Background: an optimization exercise with open tools, aiming at small area. Do not read the settings as production practice. The RTL was checked by simulation tests, not by an equivalence proof against the original design. Power and IR drop assume default switching activity.

==> run a: inputs <==
Design Tetris, start of the top module:
module Tetris(
    input wire        Clk_In,
    input wire        Rotate,
    input wire        Left,
    input wire        Right,
    input wire        Down,
    input wire        Pause,
    input wire        Rst,
    output wire [7:0] RGB,
    output wire       Hsync,
    output wire       Vsync
    );
wire Clk = Clk_In;
function [15:0] shape;
    input [2:0] t;
    input [1:0] r;
    begin
        case ({t, r})
            5'b00100, 5'b00110: shape = 16'h1111;
            5'b00101, 5'b00111: shape = 16'h000f;
            5'b01000, 5'b01001, 5'b01010, 5'b01011: shape = 16'h0033;
            5'b01100: shape = 16'h0072;
            5'b01101: shape = 16'h0131;
            5'b01110: shape = 16'h0027;
            5'b01111: shape = 16'h0232;
            5'b10000, 5'b10010: shape = 16'h0036;
            5'b10001, 5'b10011: shape = 16'h0231;
            5'b10100, 5'b10110: shape = 16'h0063;
            5'b10101, 5'b10111: shape = 16'h0132;
            5'b11000: shape = 16'h0322;
            5'b11001: shape = 16'h0071;
            5'b11010: shape = 16'h0113;
            5'b11011: shape = 16'h0047;
            5'b11100: shape = 16'h0311;
            5'b11101: shape = 16'h0017;
            5'b11110: shape = 16'h0223;
            5'b11111: shape = 16'h0074;
            default:  shape = 16'h0000;
        endcase
    end
endfunction
reg  [7:0] dcnt;
reg  [3:0] bd;
reg  [3:0] be;
  ...
==> module Cur_Control, before the edit <==
module Cur_Control(
    input  wire         Clk,
    input  wire         Rst,
    input  wire         Game_Clk,
    input  wire         Down_en,
    input  wire         Left_en,
    input  wire         Right_en,
    input  wire         Rotate_en,
    input  wire [2:0]   rnd,
    output reg  [251:0] G,
    output reg  [3:0]   px,
    output reg  [4:0]   py,
    output reg  [1:0]   rot,
    output reg  [2:0]   typ,
    output reg          over
    );
function [15:0] shape;
    input [2:0] t;
    input [1:0] r;
    begin
        case ({t, r})
            5'b00100, 5'b00110: shape = 16'h1111;
            5'b00101, 5'b00111: shape = 16'h000f;
            5'b01000, 5'b01001, 5'b01010, 5'b01011: shape = 16'h0033;
            5'b01100: shape = 16'h0072;
            5'b01101: shape = 16'h0131;
            5'b01110: shape = 16'h0027;
            5'b01111: shape = 16'h0232;
            5'b10000, 5'b10010: shape = 16'h0036;
            5'b10001, 5'b10011: shape = 16'h0231;
            5'b10100, 5'b10110: shape = 16'h0063;
            5'b10101, 5'b10111: shape = 16'h0132;
            5'b11000: shape = 16'h0322;
            5'b11001: shape = 16'h0071;
            5'b11010: shape = 16'h0113;
            5'b11011: shape = 16'h0047;
            5'b11100: shape = 16'h0311;
            5'b11101: shape = 16'h0017;
            5'b11110: shape = 16'h0223;
            5'b11111: shape = 16'h0074;
            default:  shape = 16'h0000;
        endcase
    end
endfunction
function [5:0] wh;
    input [2:0] t;
    input [1:0] r;
    begin
        case (t)
            3'd0: wh = {3'd0, 3'd0};
            3'd1: wh = r[0] ? {3'd4, 3'd1} : {3'd1, 3'd4};
            3'd2: wh = {3'd2, 3'd2};
            3'd3, 3'd4, 3'd5: wh = r[0] ? {3'd2, 3'd3} : {3'd3, 3'd2};
            default: wh = r[0] ? {3'd3, 3'd2} : {3'd2, 3'd3};
        endcase
    end
endfunction
wire [17:0] full;
wire [19:0] below;       
wire [17:0] second;      
wire [18:0] two;         
wire [2:0]  sel [0:17];  
wire [13:0] g1 [0:17];
assign below[19] = 1'b0;
assign below[18] = 1'b0;
assign two[18]   = 1'b0;
genvar k;
generate
    for (k = 17; k >= 0; k = k - 1) begin : rows
        if (k == 0) assign full[k] = 1'b0;
        else        assign full[k] = &G[14*k +: 14];
        assign below[k]  = below[k+1] | full[k];
        assign second[k] = full[k] & below[k+2];
        if (k >= 1) assign two[k] = two[k+1] | second[k-1];
        else        assign two[k] = two[k+1];
        assign sel[k] = {3{~Rst}} & {two[k], below[k] & ~two[k], ~below[k]};
        wire [13:0] r0 = G[14*k +: 14];
        wire [13:0] r1, r2;
        if (k >= 1) assign r1 = G[14*(k-1) +: 14]; else assign r1 = 14'd0;
        if (k >= 2) assign r2 = G[14*(k-2) +: 14]; else assign r2 = 14'd0;
        assign g1[k] = ({14{sel[k][0]}} & r0) | ({14{sel[k][1]}} & r1) |
                       ({14{sel[k][2]}} & r2);
    end
endgenerate
wire over_now = ~over & (|g1[0]);
wire act      = ~Rst & ~over & ~over_now;
wire drop     = Game_Clk | Down_en;
wire d_left   = ~drop & Left_en;
wire d_right  = ~drop & ~Left_en & Right_en;
wire d_rot    = ~drop & ~Left_en & ~Right_en & Rotate_en;
wire [3:0] tx   = px + {{3{d_left}}, d_left | d_right};
wire [4:0] ty   = py + {4'd0, drop};
wire [1:0] trot = rot + {1'b0, d_rot};
wire [5:0] twh  = wh(typ, trot);
wire [4:0] txw  = {1'b0, tx} + {2'b00, twh[5:3]};
wire [4:0] tyh  = ty + {2'b00, twh[2:0]};
wire bound_ok   = (txw <= 5'd14) && (tyh <= 5'd18);
wire [15:0] txo = 16'd1 << tx;
wire [19:0] tyo = 20'd1 << ty;
wire [15:0] tshape = shape(typ, trot);
wire [13:0] slot [0:3];
genvar i, c;
generate
    for (i = 0; i < 4; i = i + 1) begin : slots
        wire [1:0] idx = i - ty[1:0];
        wire [3:0] srow = tshape[4*idx +: 4];
        for (c = 0; c < 14; c = c + 1) begin : cols
            wire [3:0] t;
            assign t[0] = txo[c] & srow[0];
            if (c >= 1) assign t[1] = txo[c-1] & srow[1]; else assign t[1] = 1'b0;
            if (c >= 2) assign t[2] = txo[c-2] & srow[2]; else assign t[2] = 1'b0;
            if (c >= 3) assign t[3] = txo[c-3] & srow[3]; else assign t[3] = 1'b0;
            assign slot[i][c] = |t;
        end
    end
endgenerate
wire [18:0] inr;
wire [17:0] hitrow;
generate
    for (k = 0; k < 19; k = k + 1) begin : inrows
        wire [3:0] t;
        assign t[0] = tyo[k];
        if (k >= 1) assign t[1] = tyo[k-1]; else assign t[1] = 1'b0;
        if (k >= 2) assign t[2] = tyo[k-2]; else assign t[2] = 1'b0;
        if (k >= 3) assign t[3] = tyo[k-3]; else assign t[3] = 1'b0;
        assign inr[k] = |t;
    end
    for (k = 0; k < 18; k = k + 1) begin : hits
        if (k == 0) assign hitrow[k] = 1'b0;
        else        assign hitrow[k] = inr[k] & (|(g1[k] & slot[k % 4]));
    end
endgenerate
wire coll = |hitrow;
wire ok   = bound_ok & ~coll;
wire lock = act & drop & ~ok;
wire move = act & (drop | d_left | d_right | d_rot) & ok;
wire [251:0] gnext;
generate
    for (k = 0; k < 18; k = k + 1) begin : nxt
        if (k == 0) assign gnext[14*k +: 14] = {14{lock & inr[k+1]}} & slot[(k+1) % 4];
        else        assign gnext[14*k +: 14] = g1[k] | ({14{lock & inr[k+1]}} & slot[(k+1) % 4]);
    end
endgenerate
always @(posedge Clk) begin
    G <= gnext;
    if (Rst) begin
        px   <= 4'd6;
        py   <= 5'd0;
        rot  <= 2'd0;
        typ  <= 3'd0;
        over <= 1'b0;
    end
    else begin
        if (over_now) begin
            over <= 1'b1;
            typ  <= 3'd0;
        end
        if (move) begin
            px  <= tx;
            py  <= ty;
            rot <= trot;
        end
        if (lock) begin
            px  <= 4'd6;
            py  <= 5'd0;
            rot <= 2'd0;
            typ <= rnd;
        end
    end
end
endmodule
export LEC_CHECK = 0
export ABC_AREA = 1
export CAP_MARGIN = 20
export CELL_PAD_IN_SITES_DETAIL_PLACEMENT = 1
export CELL_PAD_IN_SITES_GLOBAL_PLACEMENT = 2
export CORE_MARGIN = 2
export CORE_UTILIZATION = 30
export CTS_BUF_LIST = sky130_fd_sc_hd__clkbuf_8
export CTS_CLUSTER_DIAMETER = 60
export CTS_CLUSTER_SIZE = 20
export GPL_TIMING_DRIVEN = 0
export PLACE_DENSITY = 0.45
export SLEW_MARGIN = 20
export SYNTH_MEMORY_MAX_BITS = 65536
create_clock -name core_clock -period 20.0 [get_ports {Clk_In}]
run.sh (not shown) runs the stock make flow with config.mk's settings and CLKGATE_MAP_FILE= SYNTH_SCRIPT=/design/flow/synth_recipe.tcl, a recipe that flattens the netlist after the stock synthesis.
==> run b: changes against run a <==
==> flow/flow/run.sh (new file) <==
#!/bin/bash
# Own layout flow: the standard flow (standard.sh) with one change.  The
# ABC script that maps the synthesised logic to standard cells is replaced by
# an area-oriented one (flow/abc_area.script).  Everything else (synthesis
# passes, register names and cells, floorplan, power grid, placement, CTS,
# routing) is the standard flow's.  The make output goes to flow_make.log;
# ORFS keeps each step's log under orfs/logs/.
set -euo pipefail
W=$(pwd)
cat > "$W/own_synth.tcl" <<TCL
# The standard flow's synthesis script (synth_recipe.tcl), with ABC's -script replaced
proc abc {args} {
  set i [lsearch -exact \$args -script]
  if {\$i >= 0} { lset args [expr {\$i + 1}] {$W/flow/abc_area.script} }
  yosys abc {*}\$args
}
source {$W/synth_recipe.tcl}
TCL
sed "s#SYNTH_SCRIPT=[^ ]*#SYNTH_SCRIPT=$W/own_synth.tcl#" "$W/standard.sh" > "$W/own_standard.sh"
grep -q "SYNTH_SCRIPT=$W/own_synth.tcl" "$W/own_standard.sh"
bash "$W/own_standard.sh" > "$W/flow_make.log" 2>&1
==> flow/flow/abc_area.script (new file) <==
strash
dc2
balance
rewrite
refactor
balance
rewrite
rewrite -z
balance
refactor -z
rewrite -z
balance
dc2
amap
topo
==> flow/standard.sh (new file) <==
#!/bin/bash
# synth_recipe.tcl (not shown) runs the flow's synth.tcl, then flattens the netlist and writes it again
# the make line also repeats each setting of config.mk as NAME=value (left out here)
make -C /OpenROAD-flow-scripts/flow DESIGN_CONFIG=/design/flow/config.mk WORK_HOME=/design/flow/orfs CLKGATE_MAP_FILE= SYNTH_SCRIPT=/design/flow/synth_recipe.tcl "${@:-finish}"
--- a/flow/config.mk
+++ b/flow/config.mk
@@ -11,10 +11,6 @@
 export CELL_PAD_IN_SITES_GLOBAL_PLACEMENT = 2
 export CORE_MARGIN = 2
-export CORE_UTILIZATION = 30
-export CTS_BUF_LIST = sky130_fd_sc_hd__clkbuf_8
-export CTS_CLUSTER_DIAMETER = 60
-export CTS_CLUSTER_SIZE = 20
-export GPL_TIMING_DRIVEN = 0
-export PLACE_DENSITY = 0.45
+export CORE_UTILIZATION = 28
+export PLACE_DENSITY = 0.55
 export SLEW_MARGIN = 20
 export SYNTH_MEMORY_MAX_BITS = 65536
removed: flow/run.sh
==> run c: changes against run a <==
--- a/flow/design.v
+++ b/flow/design.v
@@ -2216,22 +2216,18 @@
 endfunction
 wire [17:0] full;
-wire [19:0] below;       
-wire [17:0] second;      
-wire [18:0] two;         
-wire [2:0]  sel [0:17];  
+wire [2:0]  sel [0:18];
+wire [17:0] rem;
 wire [13:0] g1 [0:17];
-assign below[19] = 1'b0;
-assign below[18] = 1'b0;
-assign two[18]   = 1'b0;
+assign sel[18] = {2'b00, ~Rst};
 genvar k;
 generate
-    for (k = 17; k >= 0; k = k - 1) begin : rows
-        if (k == 0) assign full[k] = 1'b0;
-        else        assign full[k] = &G[14*k +: 14];
-        assign below[k]  = below[k+1] | full[k];
-        assign second[k] = full[k] & below[k+2];
-        if (k >= 1) assign two[k] = two[k+1] | second[k-1];
-        else        assign two[k] = two[k+1];
-        assign sel[k] = {3{~Rst}} & {two[k], below[k] & ~two[k], ~below[k]};
+    for (k = 0; k < 18; k = k + 1) begin : rows
+        assign full[k] = &G[14*k +: 14];
+        wire [2:0] fr;
+        assign fr[0] = full[k];
+        if (k >= 1) assign fr[1] = full[k-1]; else assign fr[1] = 1'b0;
+        if (k >= 2) assign fr[2] = full[k-2]; else assign fr[2] = 1'b0;
+        assign rem[k] = |(sel[k+1] & fr);
+        assign sel[k] = rem[k] ? {sel[k+1][1:0], 1'b0} : sel[k+1];
         wire [13:0] r0 = G[14*k +: 14];
         wire [13:0] r1, r2;
@@ -2245,10 +2241,11 @@
 wire act      = ~Rst & ~over & ~over_now;
 wire drop     = Game_Clk | Down_en;
-wire d_left   = ~drop & Left_en;
-wire d_right  = ~drop & ~Left_en & Right_en;
-wire d_rot    = ~drop & ~Left_en & ~Right_en & Rotate_en;
-wire [3:0] tx   = px + {{3{d_left}}, d_left | d_right};
-wire [4:0] ty   = py + {4'd0, drop};
-wire [1:0] trot = rot + {1'b0, d_rot};
+wire a_drop   = act & drop;
+wire a_left   = act & ~drop & Left_en;
+wire a_right  = act & ~drop & ~Left_en & Right_en;
+wire a_rot    = act & ~drop & ~Left_en & ~Right_en & Rotate_en;
+wire [3:0] tx   = px + {{3{a_left}}, a_left | a_right};
+wire [4:0] ty   = py + {4'd0, a_drop};
+wire [1:0] trot = rot + {1'b0, a_rot};
 wire [5:0] twh  = wh(typ, trot);
 wire [4:0] txw  = {1'b0, tx} + {2'b00, twh[5:3]};
@@ -2286,17 +2283,15 @@
     end
     for (k = 0; k < 18; k = k + 1) begin : hits
-        if (k == 0) assign hitrow[k] = 1'b0;
-        else        assign hitrow[k] = inr[k] & (|(g1[k] & slot[k % 4]));
+        assign hitrow[k] = inr[k] & (|(g1[k] & slot[k % 4]));
     end
 endgenerate
 wire coll = |hitrow;
 wire ok   = bound_ok & ~coll;
-wire lock = act & drop & ~ok;
-wire move = act & (drop | d_left | d_right | d_rot) & ok;
+wire lock = a_drop & ~ok;
+wire move = (a_drop | a_left | a_right | a_rot) & ok;
 wire [251:0] gnext;
 generate
     for (k = 0; k < 18; k = k + 1) begin : nxt
-        if (k == 0) assign gnext[14*k +: 14] = {14{lock & inr[k+1]}} & slot[(k+1) % 4];
-        else        assign gnext[14*k +: 14] = g1[k] | ({14{lock & inr[k+1]}} & slot[(k+1) % 4]);
+        assign gnext[14*k +: 14] = g1[k] | ({14{lock & inr[k+1]}} & slot[(k+1) % 4]);
     end
 endgenerate
==> flow/config.mk (replaced) <==
export PLATFORM = sky130hd
export DESIGN_NAME = Tetris
export DESIGN_NICKNAME = Tetris
export VERILOG_FILES = /design/flow/design.v
export SDC_FILE = /design/flow/constraint.sdc
export NUM_CORES = 8
export LEC_CHECK = 0
export ABC_AREA = 1
export CAP_MARGIN = 20
export CELL_PAD_IN_SITES_DETAIL_PLACEMENT = 0
export CELL_PAD_IN_SITES_GLOBAL_PLACEMENT = 0
export CORE_MARGIN = 2
export CORE_UTILIZATION = 65
export PLACE_DENSITY = 0.75
export SLEW_MARGIN = 20
export SYNTH_MEMORY_MAX_BITS = 65536
==> run d: changes against run a <==
==> flow/flow/run.sh (new file) <==
#!/bin/bash
# Own layout flow: the standard flow (standard.sh) with one change.  The
# ABC script that maps the synthesised logic to standard cells is replaced by
# an area-oriented one (flow/abc_area.script).  Everything else (synthesis
# passes, register names and cells, floorplan, power grid, placement, CTS,
# routing) is the standard flow's.  The make output goes to flow_make.log;
# ORFS keeps each step's log under orfs/logs/.
set -euo pipefail
W=$(pwd)
cat > "$W/own_synth.tcl" <<TCL
# The standard flow's synthesis script (synth_recipe.tcl), with ABC's -script replaced
proc abc {args} {
  set i [lsearch -exact \$args -script]
  if {\$i >= 0} { lset args [expr {\$i + 1}] {$W/flow/abc_area.script} }
  yosys abc {*}\$args
}
source {$W/synth_recipe.tcl}
TCL
sed "s#SYNTH_SCRIPT=[^ ]*#SYNTH_SCRIPT=$W/own_synth.tcl#" "$W/standard.sh" > "$W/own_standard.sh"
grep -q "SYNTH_SCRIPT=$W/own_synth.tcl" "$W/own_standard.sh"
bash "$W/own_standard.sh" > "$W/flow_make.log" 2>&1
==> flow/flow/abc_area.script (new file) <==
strash
dc2
balance
rewrite
refactor
balance
rewrite
rewrite -z
balance
refactor -z
rewrite -z
balance
dc2
amap
topo
==> flow/standard.sh (new file) <==
#!/bin/bash
# synth_recipe.tcl (not shown) runs the flow's synth.tcl, then flattens the netlist and writes it again
# the make line also repeats each setting of config.mk as NAME=value (left out here)
make -C /OpenROAD-flow-scripts/flow DESIGN_CONFIG=/design/flow/config.mk WORK_HOME=/design/flow/orfs CLKGATE_MAP_FILE= SYNTH_SCRIPT=/design/flow/synth_recipe.tcl "${@:-finish}"
--- a/flow/config.mk
+++ b/flow/config.mk
@@ -11,10 +11,10 @@
 export CELL_PAD_IN_SITES_GLOBAL_PLACEMENT = 2
 export CORE_MARGIN = 2
-export CORE_UTILIZATION = 30
-export CTS_BUF_LIST = sky130_fd_sc_hd__clkbuf_8
-export CTS_CLUSTER_DIAMETER = 60
-export CTS_CLUSTER_SIZE = 20
+export CORE_UTILIZATION = 28
+export CTS_BUF_LIST = sky130_fd_sc_hd__clkbuf_16
+export CTS_CLUSTER_DIAMETER = 80
+export CTS_CLUSTER_SIZE = 30
 export GPL_TIMING_DRIVEN = 0
-export PLACE_DENSITY = 0.45
+export PLACE_DENSITY = 0.55
 export SLEW_MARGIN = 20
 export SYNTH_MEMORY_MAX_BITS = 65536
removed: flow/run.sh
==> notes <==
Run a reached the layout checks and failed them: capacitance limit, slew limit. Run c aborted during global routing (5_1_grt), error GRT-0116. Run b completed without violations. Run d produced a clean layout. Cell count: run d < run b < run a. Between run d and run b, the lower total power is in run d (gap about 14%, measured against run b). Worst hold slack: run b is worse than run d (0.0035 ns). Between run a and run d, the lower via count is in run d (gap about 27%, measured against run d). Against run a, the area after synthesis of run d is lower by about 20%. Maximum frequency: run a is higher than run d (about 9%). Sequential power is about the same in run b and run a. The lowest sequential share of layout area belongs to run a, the highest to run d. Between run b and run a, the lower clock skew is in run b (gap 0.078 ns).
==> figures <==
quantity	run d	run c	run b	run a
Status	complete, no violations	aborted with a tool error	complete, no violations	finished with violations
Failing step	-	global routing (5_1_grt)	-	-
Layout check failures	-	-	-	capacitance limit, slew limit
Cell count after synthesis	3704	5712	3704	5866
Share of final-layout standard cells stronger than drive strength 1	0.0484	-	0.0795	0.0688
Count of filler cells inserted in the layout	11.5k	-	11.5k	14.8k
Final core utilization	0.322	-	0.338	0.339
WHS Endpoint	be[2]	-	rnd[0]	be[1]
Cell-internal power	0.000946 W	-	0.00115 W	0.00103 W
Final count of negative-setup-slack endpoints	0	-	0	0
Final max-slew violation count	0	-	0	2
Slew at the pin closest to its max-slew limit	1.29 ns	-	1.33 ns	1.51 ns
Worst relative slew slack	0.137	-	0.109	-0.0158
Routability cong.	1.11	1.71	1.21	1.14
Path type of the worst min-delay path	reg2reg	-	reg2reg	reg2reg
Most frequent cell on the critical path	sky130_fd_sc_hd__clkinv_1	-	sky130_fd_sc_hd__o21ai_0	sky130_fd_sc_hd__clkbuf_1
Buffer count excluding the clock tree in the final layout	71	-	220	245
Required arrival time at the worst endpoint	20.48 ns	-	20.40 ns	16.00 ns
Most area-hungry cell class in the final design	multi-input combinational cells	-	multi-input combinational cells	multi-input combinational cells
Count of nets after finishing	3889	-	4054	6047
Antenna cells	16	-	45	31

-- what the ideal ports hide --
No port has a modelled driver above. Below, the same layouts with a new extraction and two added sets of constraints. Step 1 assumes that a clkbuf_16 drives the clock port and a buf_2 every other input. Step 2 also shifts input and output timing later by t, the mid clock arrival at the registers, as if the neighbouring blocks saw the same clock. a / b / c = ideal / step 1 / step 2; a / b = the first two.
| run | t (ns) | slack for setup (ns) | hold WS [ns] | clock arrival spread, ns | slew at the worst register clock pin (ns) |
|---|---|---|---|---|---|
| run a | 0.853 | 9.307 / 9.228 / 9.339 | 0.433 / 0.433 / 0.433 | 0.146 / 0.147 | 0.12 / 0.12 |
| run b | 0.676 | 9.659 / 9.659 / 9.204 | 0.434 / 0.434 / 0.434 | 0.067 / 0.066 | 0.07 / 0.07 |
| run d | 0.694 | 8.312 / 8.312 / 8.312 | 0.437 / 0.437 / 0.437 | 0.066 / 0.067 | 0.11 / 0.11 |
The setup slack of run b, which loses most, moves by 0.000 ns with the drivers and by -0.455 ns with both steps.
